From an optimization exercise on the open Yosys and OpenROAD flow, aimed at small area; shortcuts taken in it are not production practice. At most, simulation tests tie the RTL to the original design; equivalence was not proved. For run 3, only the layout was checked, not whether the RTL still works. No run shown here takes its clock network from TritonCTS; it comes from the design's own scripts or RTL. The clock input has no modelled driver; a real chip could not lean on it and would need a root buffer or a full tree. Power is estimated from default activity; no workload was simulated.

===== design/flow/config.mk =====
export PLATFORM = sky130hd
export DESIGN_NAME = top
export DESIGN_NICKNAME = top
export VERILOG_FILES = /design/flow/design.v
export SDC_FILE = /design/flow/constraint.sdc
export NUM_CORES = 4
export LEC_CHECK = 0
export ABC_AREA = 1
export CAP_MARGIN = 20
export CORE_MARGIN = 2
export CORE_UTILIZATION = 65
export PLACE_DENSITY = 0.75
export SLEW_MARGIN = 20

===== design/flow/constraint.sdc =====
create_clock -name core_clock -period 10.0 [get_ports {clk}]
set_input_delay 2.0000 -clock core_clock [delete_from_list [all_inputs] [get_ports {clk}]]
set_output_delay 2.0000 -clock core_clock [all_outputs]
set_load 0.01 [all_outputs]

===== design/flow/design.v =====
`timescale 1ns / 1ps
module top#(
parameter p_clkfreq = 100_000_000,
parameter p_sclkfreq = 1_000_000,
parameter p_cpol = 0,
parameter p_cpha = 0,
parameter p_readfreq = 2,
parameter p_baudrate = 115_200,
parameter p_stopbit	= 2
)(
input   clk,
input   rst,
input miso_i,
output mosi_o,
output sclk_o,
output cs_o,
output  tx
);
reg [5:0] p;     
reg [3:0] hb;    
reg [6:0] by;    
reg wa;          
reg wb;          
wire act = p[5] & p[4] & (p[3] | p[2] | p[1]);    
wire pw  = p[5] & p[4] & ~p[3] & ~p[2] & ~p[1] & p[0];    
wire p9  = p[3] & p[1] & p[0];          
wire h12  = hb[3] & hb[2] & ~hb[0];     
wire h15  = hb[3] & hb[2] & hb[0];      
wire fr0  = ~by[3];                     
wire hw  = pw & (&hb);                  
wire bw  = hw & (&by[6:2]);             
wire tick = (&by[6:2]) & (&hb) & p[5] & p[3] & p[2] & ~p[1] & p[0];
wire entry = wb & (by == 7'd7) & (&hb) & (p == 6'd4);
wire leave = act & h12 & by[3] & by[2];
always @(posedge clk) begin
    if (rst) begin
        p  <= 6'd46;
        hb <= 4'd15;
        by <= 7'd124;
    end else if (leave) begin
        p  <= 6'd41;
        hb <= 4'd14;
        by <= 7'd8;
    end else if (entry) begin
        p  <= 6'd50;
    end else if (act) begin
        p <= (p9 | h12) ? 6'd50 : p + 6'd1;
        if (h12)     hb <= 4'd15;
        else if (p9) hb <= hb + 4'd1;
        if (h12)     by <= by + 7'd1;
    end else begin
        p <= pw ? 6'd0 : p + 6'd1;
        if (pw) hb <= hb + 4'd1;
        if (hw) by <= bw ? 7'd0 : by + 7'd1;
    end
end
always @(posedge clk) begin
    if (rst) begin
        wa  <= 1'b0;
        wb  <= 1'b0;
    end else if (tick) begin
        wa <= 1'b1;
        wb <= wa;
    end
end
wire p_lt5 = ~p[3] & ~(p[2] & p[1] & p[0]);    
wire cs_act = wa & (wb ? (act ? (fr0 & (h15 | ~hb[3] | (~hb[2] & ~hb[1] & ~hb[0] & p_lt5)))
                              : (by[6:3] == 4'd0 || (by == 7'd8 && hb == 4'd0)))
                       : (by < 7'd3 || (by == 7'd3 && hb == 4'd0)));
assign cs_o   = ~cs_act;
assign sclk_o = act ? (fr0 & (h15 | (~hb[3] & ~hb[2] & (~(hb[1] & hb[0]) | p_lt5))))
                    : cs_act & hb[0];
reg [7:0] mbyte;
always @(*) begin
    mbyte = 8'h00;
    if (wb) begin
        if (by == 7'd0) mbyte = 8'h0B;
        if (by == 7'd1) mbyte = 8'h0E;
    end else begin
        if (by == 7'd0) mbyte = 8'h0A;
        if (by == 7'd1) mbyte = 8'h2D;
        if (by == 7'd2) mbyte = 8'h02;
    end
end
reg mosi_r;
always @(posedge clk) begin
    if (rst) mosi_r <= 1'b0;
    else     mosi_r <= wa & mbyte[~hb[3:1]] & ~hw;
end
assign mosi_o = mosi_r;
reg [48:0] r;
wire cap = pw & ~hb[0] & (by[6:3] == 4'd0);
always @(posedge clk) begin
    r <= {r[0], r[48:1]};
    if (cap) begin
        case (by[2:1])
            2'd2:    r[33] <= miso_i;
            2'd3:    r[18] <= miso_i;
            default: r[48] <= miso_i;
        endcase
    end
end
reg tap;
always @(*) begin
    case (hb[2:0])
        3'd7: tap = r[19];
        3'd0: tap = r[7];
        3'd1: tap = r[44];
        3'd2: tap = r[32];
        3'd3: tap = r[20];
        3'd4: tap = r[8];
        3'd5: tap = r[45];
        default: tap = r[33];
    endcase
end
reg tx_r;
always @(posedge clk) begin
    if (rst || !(act || entry) || leave) tx_r <= 1'b1;
    else if (entry || h12)               tx_r <= 1'b0;
    else if (p9)                         tx_r <= (h15 | (~hb[3] & ~(&hb[2:0]))) ? tap : (hb[3] & (|hb[2:0]));
end
assign tx = tx_r;
endmodule

===== design/flow/flow/run.sh =====
#!/bin/bash
# Standard layout with three changes:
#  1. the combinational logic of the standard synthesis is re-mapped by
#     Yosys/ABC (flow/remap.py: several area-oriented scripts, the smallest
#     result proven equivalent is kept; registers are kept exactly: names,
#     count and cell types);
#  2. ports are buffered with sky130_fd_sc_hd__buf_1;
#  3. after CTS, the clock tree is rebuilt as NLEAF leaf buffers fed by the
#     clock port, each driving one placement cluster of register clock pins.
# Each tool writes its own log in this folder.
set -euo pipefail
LIB=$FLOW_HOME/platforms/sky130hd/lib/sky130_fd_sc_hd__tt_025C_1v80.lib
R=orfs/results/$FLOW_PLATFORM/top/base
BUFARGS="BUFFER_PORTS_ARGS=-buffer_cell sky130_fd_sc_hd__buf_1"
LEAF=${LEAF:-sky130_fd_sc_hd__clkbuf_8}
NLEAF=${NLEAF:-4}

bash standard.sh synth > synth.log 2>&1
cp $R/1_2_yosys.v std_synth.v

NUM_CORES=${NUM_CORES:-4} python3 flow/remap.py $LIB std_synth.v remapped.v $FLOW_TOP > remap.log 2>&1
cp remapped.v $R/1_2_yosys.v
rm -f $R/1_synth.odb $R/1_synth.sdc

bash standard.sh "$BUFARGS" cts > place_cts.log 2>&1
cp $R/4_cts.odb cts_standard.odb
IN_ODB=cts_standard.odb OUT_ODB=cts_rebuilt.odb LEAF_MASTER=$LEAF NLEAF=$NLEAF \
  openroad -no_init -exit flow/clock_tree.tcl > clock_tree.log 2>&1
cp cts_rebuilt.odb $R/4_cts.odb
bash standard.sh "$BUFARGS" finish > route_finish.log 2>&1

===== design/flow/flow/clock_tree.tcl =====
# Replace the clock tree that CTS built with K leaf clock buffers, each
# driving the register clock pins of one placement cluster. The clock port
# drives the K leaf buffers only (K <= 4). Dummy loads are removed.
# env: IN_ODB OUT_ODB LEAF_MASTER NLEAF
read_db $::env(IN_ODB)
set db [ord::get_db]
set block [ord::get_db_block]
set K $::env(NLEAF)
set master [$db findMaster $::env(LEAF_MASTER)]
set root [$block findInst clkbuf_0_clk]
if { $root == "NULL" } { error "no root clock buffer" }
set portnet [[$root findITerm A] getNet]
# collect sinks and remove every CTS cell
set sinks {}
set olds {}
foreach inst [$block getInsts] {
  set n [$inst getName]
  if { [string match clkload* $n] || [string match clkbuf_* $n] } { lappend olds $inst }
}
foreach inst $olds {
  if { [string match clkbuf_* [$inst getName]] } {
    set onet [[$inst findITerm X] getNet]
    foreach it [$onet getITerms] {
      set ii [$it getInst]
      if { [lsearch -exact $olds $ii] < 0 } { lappend sinks $it }
    }
  }
}
set onets {}
foreach inst $olds {
  set x [$inst findITerm X]
  if { $x != "NULL" && [$x getNet] != "NULL" } { lappend onets [$x getNet] }
}
foreach it $sinks { $it disconnect }
foreach inst $olds { odb::dbInst_destroy $inst }
foreach net [lsort -unique $onets] { odb::dbNet_destroy $net }
# balanced recursive bisection of the sink locations into K groups
set pts {}
set idx 0
foreach it $sinks { set l [[$it getInst] getLocation]; lappend pts [list [lindex $l 0] [lindex $l 1] $idx]; incr idx }
proc bisect { pts k } {
  if { $k <= 1 } { return [list $pts] }
  set xs [lsort -integer [lmap p $pts {lindex $p 0}]]
  set ys [lsort -integer [lmap p $pts {lindex $p 1}]]
  set axis [expr {([lindex $xs end] - [lindex $xs 0]) >= ([lindex $ys end] - [lindex $ys 0]) ? 0 : 1}]
  set s [lsort -integer -index $axis $pts]
  set h [expr {[llength $s] / 2}]
  set k1 [expr {$k / 2}]
  return [concat [bisect [lrange $s 0 [expr {$h - 1}]] $k1] [bisect [lrange $s $h end] [expr {$k - $k1}]]]
}
set groups [bisect $pts $K]
set asg [lrepeat [llength $sinks] 0]
set cents {}
set k 0
foreach g $groups {
  set sx 0; set sy 0
  foreach p $g { lset asg [lindex $p 2] $k; set sx [expr {$sx + [lindex $p 0]}]; set sy [expr {$sy + [lindex $p 1]}] }
  lappend cents [list [expr {$sx / [llength $g]}] [expr {$sy / [llength $g]}]]
  incr k
}
set feed $portnet
if { [info exists ::env(ROOT_MASTER)] && $::env(ROOT_MASTER) ne "" } {
  set rb [odb::dbInst_create $block [$db findMaster $::env(ROOT_MASTER)] "clkbuf_root_clk"]
  set feed [odb::dbNet_create $block "clknet_root_clk"]
  $feed setSigType CLOCK
  [$rb findITerm A] connect $portnet
  [$rb findITerm X] connect $feed
  set sx 0; set sy 0
  foreach c $cents { set sx [expr {$sx + [lindex $c 0]}]; set sy [expr {$sy + [lindex $c 1]}] }
  $rb setLocation [expr {$sx / $K}] [expr {$sy / $K}]
  $rb setPlacementStatus PLACED
}
for {set k 0} {$k < $K} {incr k} {
  set b [odb::dbInst_create $block $master "clkbuf_leaf_${k}_clk"]
  set net [odb::dbNet_create $block "clknet_leaf_${k}_clk"]
  $net setSigType CLOCK
  [$b findITerm A] connect $feed
  [$b findITerm X] connect $net
  set c [lindex $cents $k]
  $b setLocation [lindex $c 0] [lindex $c 1]
  $b setPlacementStatus PLACED
  set m 0
  foreach it $sinks a $asg { if { $a == $k } { $it connect $net; incr m } }
  puts "leaf $k: $m sinks"
}
detailed_placement
check_placement -verbose
write_db $::env(OUT_ODB)

===== design/flow/flow/remap.py =====
#!/usr/bin/env python3
"""Re-map the combinational logic of the standard synthesis netlist.

The registers (their names, count and cell types) are kept as the standard
synthesis made them; only the combinational cells between them are rebuilt.
Several ABC scripts are tried, rounds are repeated on the best result, and
the smallest netlist that Yosys proves equivalent to the input (registers
paired by name) is written.  usage: remap.py LIB IN.v OUT.v TOP
"""
import os, re, subprocess, sys

lib, src, dst, top = sys.argv[1:5]
work = os.path.abspath('remap')
os.makedirs(work, exist_ok=True)
comb = os.path.join(work, 'comb.lib')
dont = '-dont_use sky130_fd_sc_hd__lpflow_* -dont_use sky130_fd_sc_hd__probe*'

# liberty holding only the combinational cells
text = open(lib).read()
first = text.find('cell (')
cells, pos = [], first
while True:
    j = text.find('cell (', pos)
    if j < 0:
        break
    k = text.find('{', j); depth = 1; m = k + 1
    while depth:
        c = text[m]
        depth += (c == '{') - (c == '}')
        m += 1
    block = text[j:m]
    if not re.search(r'\b(ff|latch|statetable)\s*\(', block):
        cells.append(block)
    pos = m
open(comb, 'w').write(text[:first] + '\n'.join(cells) + '\n}\n')

log = open(os.path.join(work, 'remap_driver.log'), 'w')

def yosys(script, tag):
    path = os.path.join(work, tag + '.ys')
    open(path, 'w').write(script)
    r = subprocess.run(['yosys', '-q', '-l', os.path.join(work, tag + '.log'), path],
                       stdout=subprocess.DEVNULL, stderr=subprocess.STDOUT)
    return r.returncode == 0

def remap(inp, abc_script, tag):
    out = os.path.join(work, tag + '.v')
    stat = os.path.join(work, tag + '.stat')
    s = abc_script and '-script "%s"' % abc_script or ''
    ok = yosys(f"""read_liberty -ignore_miss_func {comb}
read_liberty -lib -ignore_redef {lib}
read_verilog -defer {inp}
hierarchy -top {top}
flatten
opt -purge
abc -liberty {lib} {dont} {s}
read_liberty -lib -ignore_redef {lib}
opt_clean -purge
check -assert -mapped
tee -q -o {stat} stat -liberty {lib}
write_verilog -noattr -nohex -nodec {out}
""", tag)
    if not ok or not os.path.exists(stat):
        return None
    m = re.search(r'Chip area for module .*?: ([\d.]+)', open(stat).read())
    return (float(m.group(1)), out) if m else None

def equivalent(gold, gate, tag):
    g = open(gold).read().replace('module %s(' % top, 'module gold(', 1)
    h = open(gate).read().replace('module %s(' % top, 'module gate(', 1)
    g = re.sub(r'\b_(\d+)_\b', r'gd_\1_', g)
    h = re.sub(r'\b_(\d+)_\b', r'gx_\1_', h)
    gp, hp = os.path.join(work, tag + '_gold.v'), os.path.join(work, tag + '_gate.v')
    open(gp, 'w').write(g); open(hp, 'w').write(h)
    return yosys(f"""read_liberty -ignore_miss_func {lib}
read_verilog {gp}
read_verilog {hp}
flatten gold gate
opt_clean
equiv_make gold gate equiv
hierarchy -top equiv
equiv_simple -seq 2
equiv_induct
equiv_status -assert
""", tag + '_equiv')

scripts = [
    '',
    '+strash;dch,-f;amap',
    '+strash;dc2;dch,-f;amap;dnsize',
    '+strash;dc2;dch,-f;amap;strash;dc2;dch,-f;amap',
    '+strash;dc2;dch,-f;amap;strash;dc2;dch,-f;amap;strash;dc2;dch,-f;amap',
    '+strash;ifraig;dch,-f;amap',
    '+strash;drw;drf;dch,-f;amap',
    '+strash;dc2;dch,-f;if,-a;amap',
    '+strash;dc2;rewrite,-z;refactor,-z;dch,-f;amap',
]
from concurrent.futures import ThreadPoolExecutor
jobs = int(os.environ.get('NUM_CORES', '4'))
results = {}
beam = [src]
for rnd in range(10):
    tasks = [(b, i, sc, 'r%d_b%d_s%d' % (rnd, bi, i))
             for bi, b in enumerate(beam) for i, sc in enumerate(scripts)]
    with ThreadPoolExecutor(jobs) as ex:
        outs = list(ex.map(lambda t: remap(t[0], t[2], t[3]), tasks))
    for t, r in zip(tasks, outs):
        print(rnd, t[3], t[2], r and r[0], file=log, flush=True)
        if r:
            results[r[1]] = r[0]
    ranked = sorted(((a, p) for p, a in results.items()))
    beam = [p for a, p in ranked[:4]]

for path, area in sorted(results.items(), key=lambda x: x[1])[:5]:
    if equivalent(src, path, os.path.basename(path)[:-2]):
        print('chosen', area, path, file=log, flush=True)
        open(dst, 'w').write(open(path).read())
        sys.exit(0)
    print('not proven equivalent', area, path, file=log, flush=True)
print('no re-mapped netlist was proven equivalent; keeping the input', file=log)
open(dst, 'w').write(open(src).read())

===== design/flow/standard.sh =====
#!/bin/bash
# synth_recipe.tcl (not shown) runs the flow's synth.tcl, then flattens the netlist and writes it again
# the make line also repeats each setting of config.mk as NAME=value (left out here)
make -C /OpenROAD-flow-scripts/flow DESIGN_CONFIG=/design/flow/config.mk WORK_HOME=/design/flow/orfs CLKGATE_MAP_FILE= SYNTH_SCRIPT=/design/flow/synth_recipe.tcl "${@:-finish}"

==> results of run 1 <==
sequential cells by signal, summed over array words and instances (netlist names):
| name | cells |
|---|---|
| wb | 1 |
| mosi_r | 1 |
| wa | 1 |
| p | 6 |
| tx_r | 1 |
| by | 7 |
| r | 49 |
| hb | 4 |
final cells by class:
class | instances | area [sq um] | area share [%]
timing repair buffer | 6 | 22.5 | 0.971
sequential | 70 | 1400 | 60.4
multi-input combinational | 132 | 711 | 30.7
tap | 46 | 57.6 | 2.48
inverter | 19 | 71.3 | 3.08
buffer | 4 | 55.1 | 2.37
layer usage:
| layer | wire (microns) | GRT usage, % | vias to the layer above |
|---|---|---|---|
| met5 | 0 | 0 | - |
| met4 | 72 | 8.21 | 0 |
| met3 | 293 | 4.35 | 9 |
| met2 | 1740 | 32.5 | 74 |
| met1 | 1950 | 34.8 | 719 |
| li1 | - | - | 802 |
metrics by stage:
step / total power [mW] / area (sq um) / cells / utilization (%)
detailed placement: 0.342 / 2260 / 273 / 68.7
finish: 0.437 / 2320 / 277 / 70.6
global route: 0.454 / 2320 / 277 / 70.6
CTS: 0.534 / 2410 / 288 / 73.5
global placement: 0.340 / 2260 / 273 / 68.7
floorplan: 0.331 / 2180 / 221 / -
worst max-delay path: stages, from the launching register on:
cell      delay (ns)
dfxtp_1         0.37
or3_1           0.41
or3_1           0.42
a21oi_1         0.14
o221ai_1        0.15
o32ai_1         0.34
buf_1           0.19
how the worst max path moves through the flow:
stage	slack [ns]	endpoint	depth (start not counted)
global placement	6.15	sclk_o	6
floorplan	6.21	sclk_o	5
finish	5.82	sclk_o	6
global route	5.63	sclk_o	7
CTS	5.61	sclk_o	6
detailed placement	6.10	sclk_o	7
power breakdown:
group / switching, mW / internal [mW] / leakage [nW] / total (mW)
Sequential: 0.0105 / 0.285 / 0.566 / 0.296
Clock: 0.0633 / 0.0371 / 0.0288 / 0.100
Combinational: 0.0265 / 0.0143 / 0.254 / 0.0408
Total: 0.100 / 0.337 / 0.848 / 0.437
==> results.json, run 1 <==
{
  "status": "timing/DRC/antenna clean",
  "worstHoldPathType": "reg -> reg",
  "place_hpwl_mm": 2.99,
  "drv_cap": 0,
  "grt_pass1_vias": 1366,
  "numPortBuffers": 6,
  "drive_above_1_share_pct": 2.16,
  "r2r-end": "hb[3]",
  "wl_per_cell_microns": 14.6,
  "layout_commonest_cell": "dfxtp_1",
  "worstHoldPathCells": 0,
  "synthCells": 221,
  "wl_mm": 4.05,
  "critPathKind": "reg -> out",
  "cp-startpoint": "by[4]",
  "nets": 236,
  "min_period_ns": 4.18,
  "antenna_found_initial": 0,
  "path_clk_slew_ns": 0.10,
  "diodes": 0,
  "startpoint_type": "flip-flop",
  "cts-resized-gates": 0,
  "holdPathEnd": "r[1]",
  "setup_viol": 0,
  "syn_area_per_cell_sq_um": 9.85,
  "cts.sinks": 70,
  "layout_common_cells": "dfxtp_1, nor2_1, clkinv_1, nand2_1, o21ai_0",
  "reg2reg_from": "p[4]",
  "fin_skew_ns": 0.0113,
  "worstMarginPinSlew_ns": 0.596,
  "critical_path_arrival_ns": 2.18,
  "drtIter0Drc": 181,
  "synthesis.nets": 224,
  "die_w_microns": 61.9,
  "place.gp.congestion": 0.917,
  "r2r_slack_ns": 7.40,
  "via_per_inst": 5.79,
  "p_leak_nw": 0.848,
  "tns_ns": 0,
  "io_pins": 7,
  "initial_core_util_pct": 66.3,
  "drc_errors": 0,
  "track_usage_pct": 22.9,
  "layout_setup_ws_ns": 5.82,
  "yosys_warnings": 1,
  "dp_slack_ns": 6.10,
  "syn2layout_area_growth_pct": 6.49,
  "core-area_sq_mm": 0.00328,
  "holdBufCountCts": 0,
  "vias": 1604,
  "hp-start": "r[2]",
  "maxSlewHeadroom_pct": 59.9,
  "fmax_ghz": 0.239,
  "nFillCells": 255,
  "firstDrtPassIters": 5,
  "clk_latency_ns": 0.16,
  "std_cell_rows": 21,
  "fin_crit_sh_pct": 41.8,
  "die_h_microns": 61.9,
  "die_area_sq_mm": 0.00383,
  "hold_violations": 0,
  "r2r_cells": 11,
  "cp_max_fo": 5,
  "powerDensity_mw_per_mm2": 189,
  "slew_violations": 0,
  "whs_ns": 0.325,
  "grt_max_degree": 19,
  "gr-total-overflow": 0,
  "endpoint_kind": "output pin",
  "critPathRequiredTime_ns": 8.00,
  "rsz0062_at_grt": "no",
  "cts_setup_buffers": 0,
  "synth_area_sq_mm": 0.00218,
  "postRouteAntennaNets": 0,
  "grt_pass1_wl_mm": 6.44,
  "peakVddDrop_v": 0.000168
}
==> run 2: changes to the inputs <==
--- a/design/flow/flow/run.sh
+++ b/design/flow/flow/run.sh
@@ -12,8 +12,8 @@
 LIB=$FLOW_HOME/platforms/sky130hd/lib/sky130_fd_sc_hd__tt_025C_1v80.lib
 R=orfs/results/$FLOW_PLATFORM/top/base
 BUFARGS="BUFFER_PORTS_ARGS=-buffer_cell sky130_fd_sc_hd__buf_1"
-LEAF=${LEAF:-sky130_fd_sc_hd__clkbuf_8}
-NLEAF=${NLEAF:-4}
+LEAF=${LEAF:-sky130_fd_sc_hd__clkbuf_16}
+NLEAF=${NLEAF:-2}
 
 bash standard.sh synth > synth.log 2>&1
 cp $R/1_2_yosys.v std_synth.v
--- a/design/flow/flow/clock_tree.tcl
+++ b/design/flow/flow/clock_tree.tcl
@@ -44,8 +44,8 @@
   set ys [lsort -integer [lmap p $pts {lindex $p 1}]]
   set axis [expr {([lindex $xs end] - [lindex $xs 0]) >= ([lindex $ys end] - [lindex $ys 0]) ? 0 : 1}]
   set s [lsort -integer -index $axis $pts]
-  set h [expr {[llength $s] / 2}]
   set k1 [expr {$k / 2}]
+  set h [expr {([llength $s] * $k1) / $k}]
   return [concat [bisect [lrange $s 0 [expr {$h - 1}]] $k1] [bisect [lrange $s $h end] [expr {$k - $k1}]]]
 }
 set groups [bisect $pts $K]
--- a/design/flow/config.mk
+++ b/design/flow/config.mk
@@ -8,6 +8,6 @@
 export ABC_AREA = 1
 export CAP_MARGIN = 20
 export CORE_MARGIN = 2
-export CORE_UTILIZATION = 65
-export PLACE_DENSITY = 0.75
+export CORE_UTILIZATION = 75
+export PLACE_DENSITY = 0.85
 export SLEW_MARGIN = 20
==> run 2 against run 1 <==
  * Design area fell by 1.3%
  * Sequential power about the same
  * Flip-flop and latch count unchanged
  * Synthesized cell count unchanged
  * Utilization grew 12 points
  * Critical path type unchanged
  * Fmax increased by 1.1%
  * Setup slack improved by 0.045 ns
  * Area after synthesis did not move
  * Clock power barely moved
  * Highest routed layer unchanged
==> results.json, run 2 <==
{
  "status": "timing/DRC/antenna clean",
  "die_area_sq_mm": 0.00335,
  "critical_path_arrival_ns": 2.14,
  "yosys_warnings": 1,
  "gr-total-overflow": 0,
  "setup_viol": 0,
  "syn2layout_area_growth_pct": 5.11,
  "die_w_microns": 57.9,
  "powerDensity_mw_per_mm2": 194,
  "worstMarginPinSlew_ns": 1.10,
  "slowest_stage": "nor3_1",
  "wl_mm": 5.17,
  "seqPwrFrac_pct": 66.8,
  "fin_skew_ns": 0.0118,
  "slew_violations": 0,
  "p_comb_share_pct": 10.1,
  "drv_cap": 0,
  "grt_pass1_vias": 1718,
  "path_clk_slew_ns": 0.11,
  "worstHoldPathType": "reg -> reg",
  "layout_common_cells": "dfxtp_1, nor2_1, clkinv_1, nand2_1, o21ai_0",
  "critPathRequiredTime_ns": 8.00,
  "drtIter0Drc": 232,
  "peakVddDrop_v": 0.000204,
  "vias": 1782,
  "synth_area_sq_mm": 0.00218,
  "syn_area_per_cell_sq_um": 9.85,
  "drc_errors": 0,
  "min_period_ns": 4.14,
  "die_h_microns": 57.9,
  "cp_max_fo": 10,
  "drive_above_1_share_pct": 0.873,
  "cp_cell_sequence": "nor3_1 -> a31oi_1 -> nor4_1 -> o221ai_1 -> o32ai_1 -> buf_1",
  "numPortBuffers": 6,
  "cts_setup_buffers": 0,
  "io_pins": 7,
  "top_register": "r",
  "std_cell_rows": 19,
  "p_leak_nw": 0.844,
  "cell_internal_pwr_mw": 0.337,
  "cts.sinks": 70,
  "layout_commonest_cell": "dfxtp_1",
  "tns_ns": 0,
  "place.gp.congestion": 0.983,
  "switchingPower_mw": 0.107,
  "postRouteAntennaNets": 0,
  "swShare_pct": 24.1,
  "place_hpwl_mm": 3.66,
  "final_util_pct": 83.0,
  "startpoint_type": "flip-flop",
  "r2r_slack_ns": 6.64,
  "critPathMaxStageDelay_ns": 0.49,
  "endpoint_kind": "output pin",
  "critPathKind": "reg -> out",
  "grt_max_degree": 36,
  "antenna_found_initial": 0,
  "track_usage_pct": 32.9,
  "nets": 234,
  "clk_latency_ns": 0.18,
  "maxSlewHeadroom_pct": 26.0,
  "via_per_inst": 6.85,
  "cts-resized-gates": 0,
  "fmax_ghz": 0.242,
  "largest_reg_flops": 49,
  "initial_core_util_pct": 78.9,
  "firstDrtPassIters": 5,
  "clkPwrFrac_pct": 23.1,
  "grt_pass1_wl_mm": 8.31,
  "diodes": 0,
  "rsz0062_at_grt": "no",
  "wl_per_cell_microns": 19.9,
  "fin_crit_sh_pct": 41.4,
  "synthesis.nets": 224,
  "reg.largest.list": "r x49, by x7, p x6",
  "holdBufCountCts": 0,
  "core-area_sq_mm": 0.00276,
  "synthCells": 221,
  "hold_violations": 0
}
[run 2: power by group through the flow]
stage / logic, mW / registers [mW] / clock network [mW]
6_report: 0.0450 / 0.297 / 0.103
3_3_place_gp: 0.0395 / 0.301 / 0
4_1_cts: 0.0425 / 0.296 / 0.181
2_1_floorplan: 0.0314 / 0.299 / 0
5_1_grt: 0.0486 / 0.298 / 0.110
3_5_place_dp: 0.0417 / 0.302 / 0
[run 2: routing by layer]
layer	up-vias	track usage, %	routed length [microns]
met4	0	15.3	151
li1	803	-	-
met5	-	0	0
met1	828	42.3	2090
met2	130	54.9	2520
met3	21	4.69	405
[run 2: cell type report]
type                       instances  area, sq um
inverter                          19         71.3
tap                               31         38.8
multi-input combinational        132          704
fill                             162          469
buffer                             2         50.0
sequential                        70         1400
timing repair buffer               6         22.5
[run 2: worst max-delay path: cells and delay by family, from the launching register on]
kind,cells,cell delay [ns]
AND/OR/NAND/NOR,2,0.75
AO/OA/AOI/OAI,3,0.62
buffers and inverters,1,0.18
flip-flops,1,0.42
[run 2: path summary, 6_finish.rpt]
kind,end,cells past startpoint,start
hold reg to reg,r[24],0,r[25]
hold / removal,r[24],0,r[25]
setup reg to reg,by[3],9,p[4]
setup / recovery,sclk_o,6,hb[2]
[run 2: stage by stage]
step | hold WS (ns) | cells | power (mW) | cell area, sq um | worst slack (ns)
floorplan | 0.310 | 221 | 0.331 | 2180 | 6.21
global placement | 0.311 | 258 | 0.341 | 2240 | 6.18
detailed placement | 0.312 | 258 | 0.344 | 2240 | 6.13
CTS | 0.337 | 274 | 0.519 | 2380 | 5.66
global route | 0.345 | 260 | 0.457 | 2290 | 5.68
finish | 0.334 | 260 | 0.445 | 2290 | 5.86
==> run 3: changes to the inputs <==
--- a/design/flow/design.v
+++ b/design/flow/design.v
@@ -29,8 +29,7 @@
 wire fr0  = ~by[3];                     
 wire hw  = pw & (&hb);                  
 wire bw  = hw & (&by[6:2]);             
-wire tick = (&by[6:2]) & (&hb) & p[5] & p[3] & p[2] & ~p[1] & p[0];
-wire entry = wb & (by == 7'd7) & (&hb) & (p == 6'd4);
+wire entry = wa & wb & (by == 7'd7) & (&hb) & (p == 6'd4);
 wire leave = act & h12 & by[3] & by[2];
 always @(posedge clk) begin
     if (rst) begin
@@ -58,9 +57,9 @@
     if (rst) begin
         wa  <= 1'b0;
         wb  <= 1'b0;
-    end else if (tick) begin
-        wa <= 1'b1;
-        wb <= wa;
+    end else if (bw) begin
+        wa <= wa | wb;
+        wb <= wa | ~wb;
     end
 end
 wire p_lt5 = ~p[3] & ~(p[2] & p[1] & p[0]);    
--- a/design/flow/flow/run.sh
+++ b/design/flow/flow/run.sh
@@ -12,8 +12,8 @@
 LIB=$FLOW_HOME/platforms/sky130hd/lib/sky130_fd_sc_hd__tt_025C_1v80.lib
 R=orfs/results/$FLOW_PLATFORM/top/base
 BUFARGS="BUFFER_PORTS_ARGS=-buffer_cell sky130_fd_sc_hd__buf_1"
-LEAF=${LEAF:-sky130_fd_sc_hd__clkbuf_16}
-NLEAF=${NLEAF:-2}
+LEAF=${LEAF:-sky130_fd_sc_hd__clkbuf_8}
+NLEAF=${NLEAF:-4}
 
 bash standard.sh synth > synth.log 2>&1
 cp $R/1_2_yosys.v std_synth.v
--- a/design/flow/flow/clock_tree.tcl
+++ b/design/flow/flow/clock_tree.tcl
@@ -44,8 +44,8 @@
   set ys [lsort -integer [lmap p $pts {lindex $p 1}]]
   set axis [expr {([lindex $xs end] - [lindex $xs 0]) >= ([lindex $ys end] - [lindex $ys 0]) ? 0 : 1}]
   set s [lsort -integer -index $axis $pts]
+  set h [expr {[llength $s] / 2}]
   set k1 [expr {$k / 2}]
-  set h [expr {([llength $s] * $k1) / $k}]
   return [concat [bisect [lrange $s 0 [expr {$h - 1}]] $k1] [bisect [lrange $s $h end] [expr {$k - $k1}]]]
 }
 set groups [bisect $pts $K]
--- a/design/flow/flow/remap.py
+++ b/design/flow/flow/remap.py
@@ -99,7 +99,7 @@
 jobs = int(os.environ.get('NUM_CORES', '4'))
 results = {}
 beam = [src]
-for rnd in range(10):
+for rnd in range(8):
     tasks = [(b, i, sc, 'r%d_b%d_s%d' % (rnd, bi, i))
              for bi, b in enumerate(beam) for i, sc in enumerate(scripts)]
     with ThreadPoolExecutor(jobs) as ex:
@@ -109,7 +109,7 @@
         if r:
             results[r[1]] = r[0]
     ranked = sorted(((a, p) for p, a in results.items()))
-    beam = [p for a, p in ranked[:4]]
+    beam = [p for a, p in ranked[:2]]
 
 for path, area in sorted(results.items(), key=lambda x: x[1])[:5]:
     if equivalent(src, path, os.path.basename(path)[:-2]):
--- a/design/flow/config.mk
+++ b/design/flow/config.mk
@@ -8,6 +8,6 @@
 export ABC_AREA = 1
 export CAP_MARGIN = 20
 export CORE_MARGIN = 2
-export CORE_UTILIZATION = 75
-export PLACE_DENSITY = 0.85
+export CORE_UTILIZATION = 65
+export PLACE_DENSITY = 0.75
 export SLEW_MARGIN = 20
==> run 3 against run 2 <==
  * Setup slack improved by 0.026 ns
  * Fmax increased by 0.64%
  * Clock power about the same
  * Synthesized cell count increased by 3.6%
  * Flip-flop and latch count unchanged
  * Critical path depth increased by 2
  * Sequential share of layout area decreased by 0.96 points
  * Largest power group unchanged
==> results.json, run 3 <==
{
  "track_usage_pct": 26.6,
  "grt_pass1_vias": 1562,
  "peakVddDrop_v": 0.000111,
  "via_per_inst": 5.88,
  "min_period_ns": 4.11,
  "cts.sinks": 70,
  "fin_skew_ns": 0.0110,
  "syn_area_per_cell_sq_um": 9.56,
  "endpoint_kind": "output pin",
  "switchingPower_mw": 0.0932,
  "rsz0062_at_grt": "no",
  "drtIter0Drc": 115,
  "tns_ns": 0,
  "critPathMaxStageDelay_ns": 0.39,
  "status": "timing/DRC/antenna clean",
  "cts-resized-gates": 0,
  "worstHoldPathType": "reg -> reg",
  "wl_mm": 4.67,
  "p_comb_share_pct": 8.1,
  "diodes": 0,
  "firstDrtPassIters": 5,
  "synth_area_sq_mm": 0.00219,
  "grt_max_degree": 19,
  "holdBufCountCts": 0,
  "die_h_microns": 62.0,
  "place.gp.congestion": 0.990,
  "hold_violations": 0,
  "layout_common_cells": "dfxtp_1, nor2_1, clkinv_1, nand2_1, a21oi_1",
  "io_pins": 7,
  "fmax_ghz": 0.243,
  "worstMarginPinSlew_ns": 0.646,
  "slew_violations": 0,
  "numPortBuffers": 6,
  "die_area_sq_mm": 0.00385,
  "powerDensity_mw_per_mm2": 183,
  "clkPwrFrac_pct": 23.7,
  "design_area_sq_mm": 0.00232,
  "std_cell_rows": 21,
  "clk_latency_ns": 0.16,
  "die_w_microns": 62.0,
  "drive_above_1_share_pct": 1.67,
  "drv_cap": 0,
  "gr-total-overflow": 0,
  "initial_core_util_pct": 66.7,
  "setup_viol": 0,
  "cp_max_fo": 5,
  "startpoint_type": "flip-flop",
  "slowest_stage": "dfxtp_1",
  "synthesis.nets": 232,
  "antenna_found_initial": 0,
  "synthCells": 229,
  "swShare_pct": 21.9,
  "grt_pass1_wl_mm": 7.25,
  "critPathKind": "reg -> out",
  "cell_internal_pwr_mw": 0.332,
  "postRouteAntennaNets": 0,
  "top_register": "r",
  "cp_cell_sequence": "nor3_1 -> nor2_1 -> clkinv_1 -> nor4_1 -> or3_1 -> o221ai_1 -> o32ai_1 -> buf_1",
  "layout_commonest_cell": "dfxtp_1",
  "yosys_warnings": 1,
  "cts_setup_buffers": 0,
  "syn2layout_area_growth_pct": 6.17,
  "seqPwrFrac_pct": 68.2,
  "path_clk_slew_ns": 0.09,
  "place_hpwl_mm": 3.39,
  "maxSlewHeadroom_pct": 56.5,
  "reg.largest.list": "r x49, by x7, p x6",
  "drc_errors": 0,
  "vias": 1677,
  "wl_per_cell_microns": 16.4,
  "largest_reg_flops": 49,
  "critical_path_arrival_ns": 2.11,
  "nets": 244,
  "fin_crit_sh_pct": 41.1,
  "critPathRequiredTime_ns": 8.00,
  "place_area_sq_mm": 0.00227,
  "p_leak_nw": 0.862,
  "core-area_sq_mm": 0.00328
}
run 3: final cells by class:
cell class / instances / area [sq um]
Inverter: 27 / 101
Sequential cell: 70 / 1400
Buffer: 4 / 55.1
Fill cell: 238 / 960
Tap cell: 46 / 57.6
Timing Repair Buffer: 6 / 22.5
Multi-Input combinational cell: 132 / 687
run 3: worst paths after layout:
path	start	end	slack, ns	cells after the start
worst min register to register	r[28]	r[27]	0.33	0
worst max register to register	hb[0]	tx_r	7.33	7
worst max-delay path	p[3]	sclk_o	5.89	8
worst min-delay path	r[28]	r[27]	0.33	0
run 3: per-layer routing:
layer / vias up / global-route usage [%] / routed length (microns)
met3: 18 / 7.25 / 353
met4: 0 / 8.21 / 123
li1: 814 / - / -
met1: 752 / 31.6 / 1950
met5: - / 0 / 0
met2: 93 / 46.6 / 2250
run 3: per-stage QoR:
step / power [mW] / cells / util [%] / setup slack [ns] / hold WS, ns
floorplan: 0.320 / 229 / - / 6.29 / 0.310
global placement: 0.329 / 281 / 69.1 / 6.24 / 0.311
detailed placement: 0.330 / 281 / 69.1 / 6.10 / 0.312
CTS: 0.522 / 296 / 73.8 / 5.63 / 0.335
global route: 0.441 / 285 / 70.8 / 5.70 / 0.337
finish: 0.426 / 285 / 70.8 / 5.89 / 0.334
run 3: worst max-delay path: cells and delay by family, from the launching register on:
family	cells	cell delay (ns)
AND/OR/NAND/NOR	4	0.79
AO/OA/AOI/OAI	2	0.40
buffers and inverters	2	0.37
flip-flops	1	0.39
run 3: power by group through the flow:
| stage | logic, mW | registers [mW] | clock network, mW |
|---|---|---|---|
| after detailed placement | 0.0334 | 0.296 | 0 |
| after global routing | 0.0386 | 0.291 | 0.112 |
| after CTS | 0.0338 | 0.290 | 0.198 |
| after floorplan | 0.0255 | 0.295 | 0 |
| final | 0.0346 | 0.290 | 0.101 |
| after global placement | 0.0325 | 0.296 | 0 |
==> run 4: changes to the inputs <==
--- a/design/flow/design.v
+++ b/design/flow/design.v
@@ -29,7 +29,8 @@
 wire fr0  = ~by[3];                     
 wire hw  = pw & (&hb);                  
 wire bw  = hw & (&by[6:2]);             
-wire entry = wa & wb & (by == 7'd7) & (&hb) & (p == 6'd4);
+wire tick = (&by[6:2]) & (&hb) & p[5] & p[3] & p[2] & ~p[1] & p[0];
+wire entry = wb & (by == 7'd7) & (&hb) & (p == 6'd4);
 wire leave = act & h12 & by[3] & by[2];
 always @(posedge clk) begin
     if (rst) begin
@@ -57,9 +58,9 @@
     if (rst) begin
         wa  <= 1'b0;
         wb  <= 1'b0;
-    end else if (bw) begin
-        wa <= wa | wb;
-        wb <= wa | ~wb;
+    end else if (tick) begin
+        wa <= 1'b1;
+        wb <= wa;
     end
 end
 wire p_lt5 = ~p[3] & ~(p[2] & p[1] & p[0]);    
@@ -112,11 +113,9 @@
         default: tap = r[33];
     endcase
 end
-reg tx_r;
+reg dbit;
 always @(posedge clk) begin
-    if (rst || !(act || entry) || leave) tx_r <= 1'b1;
-    else if (entry || h12)               tx_r <= 1'b0;
-    else if (p9)                         tx_r <= (h15 | (~hb[3] & ~(&hb[2:0]))) ? tap : (hb[3] & (|hb[2:0]));
+    if (p9) dbit <= tap;
 end
-assign tx = tx_r;
+assign tx = ~act | (hb[3] & (hb[2] ^ hb[1])) | (~hb[3] & dbit);
 endmodule
--- a/design/flow/flow/remap.py
+++ b/design/flow/flow/remap.py
@@ -94,12 +94,14 @@
     '+strash;drw;drf;dch,-f;amap',
     '+strash;dc2;dch,-f;if,-a;amap',
     '+strash;dc2;rewrite,-z;refactor,-z;dch,-f;amap',
+    '+strash;&get,-n;&deepsyn,-T,10;&put;dch,-f;amap',
+    '+strash;&get,-n;&deepsyn,-T,10;&put;dch,-f;amap;strash;dch,-f;amap',
 ]
 from concurrent.futures import ThreadPoolExecutor
 jobs = int(os.environ.get('NUM_CORES', '4'))
 results = {}
 beam = [src]
-for rnd in range(8):
+for rnd in range(6):
     tasks = [(b, i, sc, 'r%d_b%d_s%d' % (rnd, bi, i))
              for bi, b in enumerate(beam) for i, sc in enumerate(scripts)]
     with ThreadPoolExecutor(jobs) as ex:
@@ -109,7 +111,7 @@
         if r:
             results[r[1]] = r[0]
     ranked = sorted(((a, p) for p, a in results.items()))
-    beam = [p for a, p in ranked[:2]]
+    beam = [p for a, p in ranked[:3]]
 
 for path, area in sorted(results.items(), key=lambda x: x[1])[:5]:
     if equivalent(src, path, os.path.basename(path)[:-2]):
==> run 4 against run 3 <==
  * Critical path depth is 2 higher
  * Highest routed layer unchanged
  * Power up 5.8%
  * Wire length decreased by 4.8%
  * Design area is 2.6% lower
  * Hold slack lost 0.0070 ns
  * Sequential power increased by 3%
  * Largest cell class unchanged
  * Cell count shrank 4.6%
==> results.json, run 4 <==
{
  "firstDrtPassIters": 7,
  "nets": 233,
  "synth_area_sq_mm": 0.00213,
  "worstHoldPathCells": 0,
  "endpoint_kind": "output pin",
  "slowest_stage": "dfxtp_1",
  "cts-resized-gates": 0,
  "maxSlewHeadroom_pct": 56.4,
  "powerDensity_mw_per_mm2": 199,
  "tns_ns": 0,
  "nFillCells": 225,
  "critPathBufInv": 1,
  "std_cell_rows": 20,
  "seqPwrFrac_pct": 66.4,
  "clk_latency_ns": 0.17,
  "cts_setup_buffers": 0,
  "reg2reg_from": "p[4]",
  "cp_max_fo": 7,
  "critPathRequiredTime_ns": 8.00,
  "fin_crit_sh_pct": 40.7,
  "gr-total-overflow": 0,
  "swShare_pct": 24.0,
  "drtIter0Drc": 174,
  "syn2layout_area_growth_pct": 6.22,
  "seqCellArea_sq_mm": 0.00141,
  "p_comb_share_pct": 11.1,
  "postRouteAntennaNets": 0,
  "r2r-end": "hb[1]",
  "drive_above_1_share_pct": 1.75,
  "r2r_cells": 10,
  "hold_violations": 0,
  "synthCells": 218,
  "critical_path_arrival_ns": 2.07,
  "largest_reg_flops": 49,
  "hp-start": "r[37]",
  "syn_area_per_cell_sq_um": 9.78,
  "grt_pass1_wl_mm": 7.03,
  "grt_pass1_vias": 1500,
  "place.gp.congestion": 0.933,
  "cts.sinks": 70,
  "path_depth": 10,
  "die_area_sq_mm": 0.00375,
  "holdBufCountCts": 0,
  "whs_ns": 0.327,
  "die_w_microns": 61.3,
  "fin_skew_ns": 0.0182,
  "place_hpwl_mm": 3.29,
  "grt_max_degree": 19,
  "setup_viol": 0,
  "initial_core_util_pct": 69.3,
  "cp_cell_sequence": "nor2_1 -> nand2_1 -> nor2_1 -> a31oi_1 -> nor4b_1 -> nor3_1 -> nor2_1 -> o21ai_0 -> o22ai_1 -> buf_1",
  "startpoint_type": "flip-flop",
  "layout_common_cells": "dfxtp_1, nor2_1, clkinv_1, nand2_1, o21ai_0",
  "die_h_microns": 61.3,
  "rsz0062_at_grt": "no",
  "drc_errors": 0,
  "worstMarginPinSlew_ns": 0.648,
  "core-area_sq_mm": 0.00308,
  "critPathKind": "reg -> out",
  "io_pins": 7,
  "critPathMaxStageDelay_ns": 0.39,
  "wl_mm": 4.45,
  "antenna_found_initial": 0,
  "reg.largest.list": "r x49, by x7, p x6",
  "slew_violations": 0,
  "switchingPower_mw": 0.108,
  "drv_cap": 0,
  "path_clk_slew_ns": 0.11,
  "clkPwrFrac_pct": 22.4,
  "vias": 1675,
  "top_register": "r",
  "min_period_ns": 4.07,
  "fmax_ghz": 0.246,
  "synthesis.nets": 221,
  "cell_internal_pwr_mw": 0.342,
  "diodes": 0,
  "numPortBuffers": 6,
  "multi_input_area_sq_um": 634,
  "cpMostUsedCell": "nor2_1",
  "track_usage_pct": 26.2,
  "r2r_slack_ns": 7.26,
  "p_leak_nw": 0.867,
  "status": "timing/DRC/antenna clean",
  "layout_commonest_cell": "dfxtp_1",
  "via_per_inst": 6.16,
  "critPathTopFamily": "simple AND/OR/NAND/NOR gates",
  "worstHoldPathType": "reg -> reg",
  "endpoint": "sclk_o",
  "cp-startpoint": "hb[2]",
  "yosys_warnings": 1,
  "wl_per_cell_microns": 16.3,
  "peakVddDrop_v": 0.000173
}
## run 4: worst min path at each step
| stage | endpoint | slack, ns |
|---|---|---|
| global placement | r[45] | 0.31 |
| detailed placement | r[30] | 0.31 |
| floorplan | r[0] | 0.31 |
| CTS | r[28] | 0.33 |
| finish | r[36] | 0.33 |
| global route | r[23] | 0.33 |
## run 4: metrics by stage
step	instance area [sq um]	power, mW	util, %	setup slack [ns]	instances
2_1_floorplan	2130	0.338	-	6.34	218
3_3_place_gp	2210	0.351	71.8	6.25	268
3_5_place_dp	2210	0.353	71.8	6.21	268
4_1_cts	2330	0.505	75.7	5.73	284
5_1_grt	2260	0.464	73.6	5.73	272
6_report	2260	0.450	73.6	5.93	272
## run 4: area by class of cell
type | count | area share [%]
Sequential cell | 70 | 62.3
Buffer | 4 | 2.43
Timing Repair Buffer | 6 | 0.994
Tap cell | 44 | 2.43
Inverter | 23 | 3.81
Multi-Input combinational cell | 125 | 28.0
## run 4: layer usage
| layer | GRT usage [%] | routed length, microns |
|---|---|---|
| met1 | 34.5 | 1850 |
| met3 | 4.41 | 438 |
| met5 | 0 | 0 |
| met2 | 43.9 | 2000 |
| met4 | 9.01 | 161 |
## run 4: power by group through the flow
stage,Clock (mW),Sequential (mW),Combinational (mW)
final,0.101,0.299,0.0502
after global routing,0.108,0.300,0.0554
after CTS,0.158,0.299,0.0483
after detailed placement,0,0.305,0.0481
after global placement,0,0.304,0.0473
after floorplan,0,0.302,0.0363
==> run 5: changes to the inputs <==
--- a/design/flow/flow/remap.py
+++ b/design/flow/flow/remap.py
@@ -101,7 +101,7 @@
 jobs = int(os.environ.get('NUM_CORES', '4'))
 results = {}
 beam = [src]
-for rnd in range(6):
+for rnd in range(8):
     tasks = [(b, i, sc, 'r%d_b%d_s%d' % (rnd, bi, i))
              for bi, b in enumerate(beam) for i, sc in enumerate(scripts)]
     with ThreadPoolExecutor(jobs) as ex:
@@ -111,7 +111,7 @@
         if r:
             results[r[1]] = r[0]
     ranked = sorted(((a, p) for p, a in results.items()))
-    beam = [p for a, p in ranked[:3]]
+    beam = [p for a, p in ranked[:5]]
 
 for path, area in sorted(results.items(), key=lambda x: x[1])[:5]:
     if equivalent(src, path, os.path.basename(path)[:-2]):
==> run 5 against run 4 <==
  * Still clean
  * Register-to-register slack worse by 0.22 ns
  * Via count down 5.7%
  * Cell count down 1.5%
  * Global-route usage down 0.56 points
  * Synthesized cell count down 1.8%
  * Largest cell class unchanged
==> results.json, run 5 <==
{
  "hold_violations": 0,
  "critical_path_arrival_ns": 2.41,
  "drtIter0Drc": 119,
  "fin_crit_sh_pct": 44.1,
  "drive_above_1_share_pct": 1.79,
  "antenna_found_initial": 0,
  "layout_common_cells": "dfxtp_1, nor2_1, clkinv_1, nand2_1, o21ai_0",
  "nFillCells": 203,
  "die_area_sq_mm": 0.00375,
  "place.gp.congestion": 1.04,
  "postRouteAntennaNets": 0,
  "clkPwrFrac_pct": 22.1,
  "whs_ns": 0.334,
  "io_pins": 7,
  "slowest_stage": "nor3_1",
  "synthesis.nets": 217,
  "drv_cap": 0,
  "fmax_ghz": 0.227,
  "setup_viol": 0,
  "endpoint_kind": "output pin",
  "r2r_cells": 10,
  "syn2layout_area_growth_pct": 6.24,
  "peakVddDrop_v": 0.000154,
  "synth_area_sq_mm": 0.00213,
  "layout_commonest_cell": "dfxtp_1",
  "diodes": 0,
  "grt_pass1_wl_mm": 7.01,
  "p_comb_share_pct": 11.4,
  "core-area_sq_mm": 0.00308,
  "swShare_pct": 23.7,
  "cts_setup_buffers": 0,
  "maxSlewHeadroom_pct": 61.8,
  "min_period_ns": 4.41,
  "cts.sinks": 70,
  "cp_max_fo": 5,
  "synthCells": 214,
  "grt_max_degree": 19,
  "nets": 229,
  "grt_pass1_vias": 1472,
  "drc_errors": 0,
  "wl_per_cell_microns": 15.7,
  "status": "timing/DRC/antenna clean",
  "cell_internal_pwr_mw": 0.342,
  "seqPwrFrac_pct": 66.5,
  "holdPathEnd": "r[8]",
  "r2r_slack_ns": 7.04,
  "die_w_microns": 61.2,
  "wl_mm": 4.21,
  "critPathRequiredTime_ns": 8.00,
  "tns_ns": 0,
  "vias": 1579,
  "worstHoldPathType": "reg -> reg",
  "fin_skew_ns": 0.00567,
  "powerDensity_mw_per_mm2": 198,
  "firstDrtPassIters": 4,
  "numPortBuffers": 6,
  "switchingPower_mw": 0.106,
  "reg.largest.list": "r x49, by x7, p x6",
  "top_register": "r",
  "die_h_microns": 61.2,
  "holdBufCountCts": 0,
  "hp-start": "r[9]",
  "std_cell_rows": 20,
  "cp_cell_sequence": "clkinv_1 -> nor3_1 -> clkinv_1 -> nor4_1 -> nor3_1 -> a21oi_1 -> o21ai_0 -> o32ai_1 -> buf_1",
  "path_clk_slew_ns": 0.10,
  "rsz0062_at_grt": "no",
  "clk_latency_ns": 0.15,
  "worstHoldPathCells": 0,
  "via_per_inst": 5.89,
  "critPathMaxStageDelay_ns": 0.50,
  "critPathKind": "reg -> out",
  "cts-resized-gates": 0,
  "startpoint_type": "flip-flop",
  "reg2reg_from": "p[5]",
  "p_leak_nw": 0.875,
  "track_usage_pct": 25.7,
  "slew_violations": 0,
  "largest_reg_flops": 49,
  "final_util_pct": 73.4,
  "syn_area_per_cell_sq_um": 9.94,
  "place_hpwl_mm": 3.03,
  "yosys_warnings": 1,
  "r2r-end": "hb[1]",
  "initial_core_util_pct": 69.1,
  "worstMarginPinSlew_ns": 0.568,
  "gr-total-overflow": 0
}
[run 5: worst max path at each step]
| stage | startpoint | to | slack, ns | cells past startpoint |
|---|---|---|---|---|
| finish | p[5] | sclk_o | 5.59 | 9 |
| global route | p[5] | sclk_o | 5.34 | 9 |
| CTS | p[4] | sclk_o | 5.40 | 9 |
| detailed placement | p[5] | sclk_o | 5.85 | 9 |
| global placement | p[4] | sclk_o | 6.00 | 9 |
| floorplan | p[4] | sclk_o | 6.04 | 8 |
[run 5: worst max-delay path, delay by kind of cell, from the launching register on]
| family | cells | cell delay (ns) |
|---|---|---|
| AO/OA/AOI/OAI | 3 | 0.48 |
| buffers and inverters | 3 | 0.49 |
| flip-flops | 1 | 0.39 |
| AND/OR/NAND/NOR | 3 | 0.89 |
[run 5: final cells by class]
| type | count | area [sq um] | area share [%] |
|---|---|---|---|
| Buffer | 4 | 55.1 | 2.44 |
| Inverter | 20 | 75.1 | 3.32 |
| Multi-Input combinational cell | 124 | 641 | 28.3 |
| Sequential cell | 70 | 1410 | 62.5 |
| Tap cell | 44 | 55.1 | 2.44 |
| Timing Repair Buffer | 6 | 22.5 | 0.997 |
[run 5: layer usage]
| metal | up-vias | track usage (%) | routed length (microns) |
|---|---|---|---|
| met3 | 8 | 4.83 | 283 |
| met1 | 736 | 34.2 | 1820 |
| li1 | 766 | - | - |
| met2 | 69 | 42.7 | 2040 |
| met5 | - | 0 | 0 |
| met4 | 0 | 7.76 | 61 |
[run 5: metrics by stage]
step	setup WS, ns	area [sq um]	instances	total power [mW]
2_1_floorplan	6.04	2130	214	0.338
3_3_place_gp	6.00	2200	264	0.348
3_5_place_dp	5.85	2200	264	0.352
4_1_cts	5.40	2360	280	0.535
5_1_grt	5.34	2260	268	0.467
6_report	5.59	2260	268	0.448
[run 5: power groups by stage]
stage | sequential (mW) | combinational, mW | clock, mW
finish | 0.298 | 0.0511 | 0.0989
global route | 0.300 | 0.0567 | 0.111
CTS | 0.298 | 0.0492 | 0.188
global placement | 0.303 | 0.0451 | 0
detailed placement | 0.304 | 0.0484 | 0
floorplan | 0.301 | 0.0365 | 0
==> run 6: changes to the inputs <==
--- a/design/flow/design.v
+++ b/design/flow/design.v
@@ -27,18 +27,19 @@
 wire h12  = hb[3] & hb[2] & ~hb[0];     
 wire h15  = hb[3] & hb[2] & hb[0];      
 wire fr0  = ~by[3];                     
+wire tail = by[3] & by[2] & by[0];      
 wire hw  = pw & (&hb);                  
 wire bw  = hw & (&by[6:2]);             
 wire tick = (&by[6:2]) & (&hb) & p[5] & p[3] & p[2] & ~p[1] & p[0];
 wire entry = wb & (by == 7'd7) & (&hb) & (p == 6'd4);
-wire leave = act & h12 & by[3] & by[2];
+wire leave = act & tail & p[2] & p[1] & ~p[0];
 always @(posedge clk) begin
     if (rst) begin
         p  <= 6'd46;
         hb <= 4'd15;
         by <= 7'd124;
     end else if (leave) begin
-        p  <= 6'd41;
+        p  <= 6'd46;
         hb <= 4'd14;
         by <= 7'd8;
     end else if (entry) begin
@@ -117,5 +118,5 @@
 always @(posedge clk) begin
     if (p9) dbit <= tap;
 end
-assign tx = ~act | (hb[3] & (hb[2] ^ hb[1])) | (~hb[3] & dbit);
+assign tx = ~act | tail | (hb[3] & (hb[2] ^ hb[1])) | (~hb[3] & dbit);
 endmodule
--- a/design/flow/flow/remap.py
+++ b/design/flow/flow/remap.py
@@ -101,7 +101,7 @@
 jobs = int(os.environ.get('NUM_CORES', '4'))
 results = {}
 beam = [src]
-for rnd in range(8):
+for rnd in range(6):
     tasks = [(b, i, sc, 'r%d_b%d_s%d' % (rnd, bi, i))
              for bi, b in enumerate(beam) for i, sc in enumerate(scripts)]
     with ThreadPoolExecutor(jobs) as ex:
@@ -111,7 +111,7 @@
         if r:
             results[r[1]] = r[0]
     ranked = sorted(((a, p) for p, a in results.items()))
-    beam = [p for a, p in ranked[:5]]
+    beam = [p for a, p in ranked[:3]]
 
 for path, area in sorted(results.items(), key=lambda x: x[1])[:5]:
     if equivalent(src, path, os.path.basename(path)[:-2]):
==> run 6 against run 5 <==
  * Fmax is 4.8% higher
  * Hold slack hardly changed
  * Area after synthesis is 1.3% higher
  * Setup slack better by 0.20 ns
  * Critical path depth is 2 higher
  * Sequential power is 2% lower
  * Largest power group unchanged
  * Utilization is 0.30 points higher
  * Wire length is 13% higher
  * Still clean
  * First-iteration DRC count is 9.2% higher
==> results.json, run 6 <==
{
  "status": "timing/DRC/antenna clean",
  "slew_violations": 0,
  "gr-total-overflow": 0,
  "slowest_stage": "dfxtp_1",
  "synthCells": 224,
  "p_leak_nw": 0.885,
  "rsz0062_at_grt": "no",
  "holdBufCountCts": 0,
  "design_area_sq_mm": 0.00229,
  "wl_mm": 4.76,
  "firstDrtPassIters": 5,
  "cts_setup_buffers": 0,
  "syn_area_per_cell_sq_um": 9.62,
  "cts.sinks": 70,
  "cp_max_fo": 6,
  "postRouteAntennaNets": 0,
  "r2r_slack_ns": 6.80,
  "track_usage_pct": 28.4,
  "met3_usage_pct": 9.03,
  "critPathRequiredTime_ns": 8.00,
  "synthesis.nets": 227,
  "endpoint_kind": "output pin",
  "die_area_sq_mm": 0.00379,
  "fin_crit_sh_pct": 42.1,
  "clk_latency_ns": 0.17,
  "grt_max_degree": 19,
  "drv_cap": 0,
  "via_per_inst": 5.96,
  "numPortBuffers": 6,
  "seqPwrFrac_pct": 67.9,
  "startpoint_type": "flip-flop",
  "nets": 239,
  "syn2layout_area_growth_pct": 6.16,
  "whs_ns": 0.334,
  "drive_above_1_share_pct": 1.71,
  "hold_violations": 0,
  "peakVddDrop_v": 0.000128,
  "layout_commonest_cell": "dfxtp_1",
  "std_cell_rows": 20,
  "tns_ns": 0,
  "vias": 1658,
  "switchingPower_mw": 0.0968,
  "reg.largest.list": "r x49, by x7, p x6",
  "top_usage_layer": "met2",
  "cpMostUsedCell": "nor2_1",
  "place.gp.congestion": 0.981,
  "min_period_ns": 4.21,
  "io_pins": 7,
  "wl_per_cell_microns": 17.1,
  "worstHoldPathType": "reg -> reg",
  "die_h_microns": 61.6,
  "core-area_sq_mm": 0.00310,
  "clkPwrFrac_pct": 23.7,
  "path_clk_slew_ns": 0.11,
  "yosys_warnings": 1,
  "critical_path_arrival_ns": 2.21,
  "swShare_pct": 22.5,
  "critPathKind": "reg -> out",
  "fin_skew_ns": 0.0209,
  "cp_cell_sequence": "clkinv_1 -> nand2_1 -> nor2_1 -> nor2_1 -> nand2_1 -> o41ai_1 -> a311oi_1 -> nor2_1 -> o21ai_0 -> o32ai_1 -> buf_1",
  "top_register": "r",
  "grt_pass1_wl_mm": 7.59,
  "powerDensity_mw_per_mm2": 188,
  "worstMarginPinSlew_ns": 0.715,
  "p_comb_share_pct": 8.5,
  "drtIter0Drc": 130,
  "drc_errors": 0,
  "synth_area_sq_mm": 0.00215,
  "fmax_ghz": 0.238,
  "layout_common_cells": "dfxtp_1, nor2_1, clkinv_1, o21ai_0, nand2_1",
  "place_hpwl_mm": 3.52,
  "initial_core_util_pct": 69.4,
  "grt_pass1_vias": 1626,
  "grt_use_met1_pct": 33.6,
  "maxSlewHeadroom_pct": 51.9,
  "largest_reg_flops": 49,
  "place_area_sq_mm": 0.00223,
  "antenna_found_initial": 0,
  "cts-resized-gates": 0,
  "setup_viol": 0,
  "nFillCells": 249,
  "critPathMaxStageDelay_ns": 0.39,
  "diodes": 0,
  "use_met2_pct": 48.0,
  "die_w_microns": 61.6,
  "cell_internal_pwr_mw": 0.333
}
## run 6: layout make-up
cell class / count / area [sq um] / area share, %
timing repair buffer: 6 / 22.5 / 0.985
buffer: 4 / 55.1 / 2.41
multi-input combinational: 127 / 642 / 28.1
inverter: 27 / 101 / 4.43
tap: 44 / 55.1 / 2.41
sequential: 70 / 1410 / 61.7
## run 6: critical path, delay by kind of cell, from the launching register on
family / cells / cell delay (ns)
AOI/OAI and AO/OA: 4 / 0.64
and+or+nand+nor: 5 / 0.70
buffers and inverters: 2 / 0.31
DFF: 1 / 0.39
## run 6: power by group through the flow
| stage | Combinational, mW | Sequential (mW) | Clock (mW) |
|---|---|---|---|
| after detailed placement | 0.0354 | 0.298 | 0 |
| final | 0.0365 | 0.292 | 0.102 |
| after floorplan | 0.0255 | 0.296 | 0 |
| after global placement | 0.0344 | 0.298 | 0 |
| after CTS | 0.0357 | 0.292 | 0.155 |
| after global routing | 0.0409 | 0.293 | 0.112 |
## run 6: worst paths after layout
| kind | startpoint | end | cells past startpoint |
|---|---|---|---|
| setup reg to reg | p[1] | by[6] | 12 |
| hold reg to reg | r[9] | r[8] | 0 |
| hold / removal | r[9] | r[8] | 0 |
| setup / recovery | p[1] | sclk_o | 11 |
## run 6: stage by stage
step                power, mW  worst slack [ns]  util (%)  cells
floorplan               0.322              6.16         -    224
global placement        0.332              6.09      71.9    274
detailed placement      0.334              6.02      71.9    274
CTS                     0.483              5.55      75.8    289
global route            0.446              5.56      73.7    278
finish                  0.430              5.79      73.7    278
## run 6: routing by layer
metal / share of wire, % / vias up
met5: 0 / -
met4: 2.6 / 0
met3: 8.4 / 15
met2: 51 / 81
met1: 38 / 769
li1: - / 793

-- static timing again, ports no longer ideal --
The results above use ideal ports. As a check the final layouts listed here were re-extracted and re-timed, cells and wires unchanged. Step 1 (the two cells are an assumption about what drives the block):
set clk [get_ports {clk}]
set_driving_cell -lib_cell sky130_fd_sc_hd__clkbuf_16 $clk
set_driving_cell -lib_cell sky130_fd_sc_hd__buf_2 [delete_from_list [all_inputs] $clk]
Step 2 adds t to the input delays and takes it off the output delays; t is the mean of the earliest and latest rising clock arrival at the registers after step 1. Input paths then give back, and output paths get back, about the clock's delay inside the block. Three values: ideal, step 1, step 2; two values: the first two.
run | t (ns) | setup WS [ns] | clock arrival spread, ns | slew at the worst register clock pin (ns)
run 1 | 0.201 | 5.817 / 5.767 / 5.968 | 0.014 / 0.014 | 0.10 / 0.10
run 2 | 0.219 | 5.862 / 5.815 / 6.034 | 0.014 / 0.014 | 0.12 / 0.12
run 3 | 0.208 | 5.889 / 5.835 / 6.043 | 0.011 / 0.011 | 0.10 / 0.10
run 4 | 0.208 | 5.931 / 5.880 / 6.087 | 0.019 / 0.019 | 0.11 / 0.11
run 5 | 0.201 | 5.589 / 5.539 / 5.740 | 0.006 / 0.006 | 0.10 / 0.10
run 6 | 0.212 | 5.792 / 5.737 / 5.949 | 0.022 / 0.021 | 0.11 / 0.11
After both steps every run listed still meets setup and hold.
